This design comes from an exercise in tuning for small area and a short achievable clock period on the open sky130 flow, not from production work. Function was checked by simulation only, so behaviour that the tests miss may differ from the original. Power figures rest on the tool's default switching activity, not on a simulated workload.

## CPUTop
module CPUTop
(
	input clk,
	input rst_n,
	input single_step,
	input recover,
	output [9:0] imem_addr,
	input [31:0] imem_rdata,
	output [9:0] dmem_addr,
	output [31:0] dmem_wdata,
	output dmem_we,
	input [31:0] dmem_rdata
    );
clock: 10.0 ns
lec_check: 0
cap_margin: 20
core_margin: 2
core_utilization: 40
cts_cluster_diameter: 80
cts_cluster_size: 24
slew_margin: 20
tns_end_percent: 0
standard.sh (not shown) runs the stock make flow with config.mk's settings and CLKGATE_MAP_FILE= SYNTH_SCRIPT=/design/flow/synth_recipe.tcl, a recipe that flattens the netlist after the stock synthesis.
==> flow/flow/run.sh <==
#!/bin/bash
set -euo pipefail
export SETUP_SLACK_MARGIN=6.5
bash standard.sh > standard.log 2>&1
==> next run, changes <==
--- a/flow/design.v
+++ b/flow/design.v
@@ -484,56 +484,48 @@
 wire nB_imm  = !ex_BranchTrue & imm_n;
 wire nB_mem  = interrupt ? fB_mi : (!ex_BranchTrue & !imm_n & fB_mn);
 wire nB_wb   = interrupt ? (!fB_mi & fB_wi) : (!nB_imm & !(!ex_BranchTrue & fB_mn) & fB_wn);
 wire nB_rt   = interrupt ? (!fB_mi & !fB_wi) : (!nB_imm & !(!ex_BranchTrue & fB_mn) & !fB_wn);
 wire nB_any  = interrupt ? (fB_mi | fB_wi) : ((!ex_BranchTrue & fB_mn) | fB_wn);
 wire n_sub   = !id_kill & (ControlSignal[6:4] == 3'd2);
 always @(posedge clk or negedge rst_n) begin
 	if (!rst_n) begin
 		id_ex_Control <= 15'b0;
 		ex_mem_Control <= 4'b0;
-		selA_sh <= 1'b0;
-		selA_mem <= 1'b0;
-		selA_wb <= 1'b0;
-		selA_rs <= 1'b0;
-		selB_imm <= 1'b0;
-		selB_mem <= 1'b0;
-		selB_wb <= 1'b0;
-		selB_rt <= 1'b0;
-		fwdB_any <= 1'b0;
-		ex_Sub <= 1'b0;
 		ex_Bubble <= 1'b0;
 		EINT <= 1'b1;
 		PC <= 32'b0;
 		Instr <= 32'b0;
 		if_id_NextPC <= 32'd4;
 	end else begin
 		ex_mem_Control <= interrupt ? 4'b0010 : ex_BranchTrue ? 4'b0000 : id_ex_Control[3:0];
 		id_ex_Control <= id_kill ? 15'b0 : ControlSignal[14:0];
-		selA_sh <= !interrupt & nA_sh;
-		selA_mem <= nA_mem;
-		selA_wb <= nA_wb;
-		selA_rs <= nA_rs;
-		selB_imm <= !interrupt & nB_imm;
-		selB_mem <= nB_mem;
-		selB_wb <= nB_wb;
-		selB_rt <= nB_rt;
-		fwdB_any <= nB_any;
-		ex_Sub <= n_sub;
 		ex_Bubble <= stall;
 		EINT <= id_JR | (EINT & !interrupt);
 		PC <= pc_next;
 		if_id_NextPC <= npc_next;
 		Instr <= ins_next;
 	end
 end
 always @(posedge clk) begin
+	selA_sh <= !interrupt & nA_sh;
+	selA_mem <= nA_mem;
+	selA_wb <= nA_wb;
+	selA_rs <= nA_rs;
+	selB_imm <= !interrupt & nB_imm;
+	selB_mem <= nB_mem;
+	selB_wb <= nB_wb;
+	selB_rt <= nB_rt;
+	fwdB_any <= nB_any;
+	ex_Sub <= n_sub;
+end
+always @(posedge clk) begin
 	id_ex_Imm <= Instr[15:0];
 	id_ex_RsData <= id_RsData;
 	id_ex_RtData <= id_RtData;
 	id_ex_RsAddr <= id_RsAddr;
 	id_ex_RtAddr <= id_RtAddr;
 	id_ex_NextPC <= xpc_next;
 	ex_BubbleOvf <= bub_a31 & bub_b31;
 end
 always @(posedge clk) begin
 	ex_mem_ByteLoad <= (ex_ALUSrcB == 2'd2);
After rerunning: Clock power grows by 11%. Worst setup slack gets better by 0.090 ns. Cell area grows by 1.6%. Hold slack gets better by 0.0053 ns. Sequential cell count does not change. Final cell count grows by 0.83%. Via count grows by about 0.6%. Sequential power shrinks by about 1%. Total power shrinks by about 1.1%. Synthesized area is about the same. Die area stays flat. Global-route usage grows by 0.57 points.

--- another note on this design; it stands on its own ---

## CPUTop
module CPUTop
(
	input clk,
	input rst_n,
	input single_step,
	input recover,
	output [9:0] imem_addr,
	input [31:0] imem_rdata,
	output [9:0] dmem_addr,
	output [31:0] dmem_wdata,
	output dmem_we,
	input [31:0] dmem_rdata
    );
Settings: LEC_CHECK=0, CAP_MARGIN=20, CORE_MARGIN=2, CORE_UTILIZATION=45, CTS_CLUSTER_DIAMETER=80, CTS_CLUSTER_SIZE=24, SLEW_MARGIN=20, TNS_END_PERCENT=0; clock period 10.0 ns.
standard.sh (not shown) runs the stock make flow with config.mk's settings and CLKGATE_MAP_FILE= SYNTH_SCRIPT=/design/flow/synth_recipe.tcl, a recipe that flattens the netlist after the stock synthesis.
==> flow/flow/run.sh <==
#!/bin/bash
set -euo pipefail
export SETUP_SLACK_MARGIN=6.5
bash standard.sh > standard.log 2>&1
The baseline finished with timing, DRC and antenna clean.
Edit:
Settings changed: CORE_UTILIZATION 45 to 50.
Outcome:
- register-to-register slack barely changes
- total power increases by about 1.4%
- final area rose by about 1.1%
- cell count came out lower by about 1.3%
- sequential share of layout area came out lower by 0.56 points

-- re-timing with driven ports --
The results above use ideal ports. As a check the final layouts listed here were re-extracted and re-timed, cells and wires unchanged. Step 1 (the two cells are an assumption about what drives the block):
set clk [get_ports {clk}]
set_driving_cell -lib_cell sky130_fd_sc_hd__clkbuf_16 $clk
set_driving_cell -lib_cell sky130_fd_sc_hd__buf_2 [delete_from_list [all_inputs] $clk]
Step 2, shift: input delay + t, output delay - t, t = (earliest + latest rising clock arrival at the registers) / 2. This alone moves slack from input paths to output paths. Three values: ideal, step 1, step 2; two values: the first two.
run	shift t [ns]	setup slack, ns	hold slack, ns
the first run of note 1	0.799	5.118 / 5.118 / 5.087	0.440 / 0.440 / 0.440
the second run of note 1	0.823	5.208 / 5.208 / 4.789	0.445 / 0.445 / 0.445
the first run of note 2	0.830	5.243 / 5.243 / 5.150	0.440 / 0.440 / 0.440
the second run of note 2	0.850	5.249 / 5.249 / 4.967	0.446 / 0.446 / 0.446
After both steps setup and hold are still met in every run listed. For the second run of note 1, which loses most, drivers alone change the setup slack by 0.000 ns; drivers and shift together by -0.419 ns.
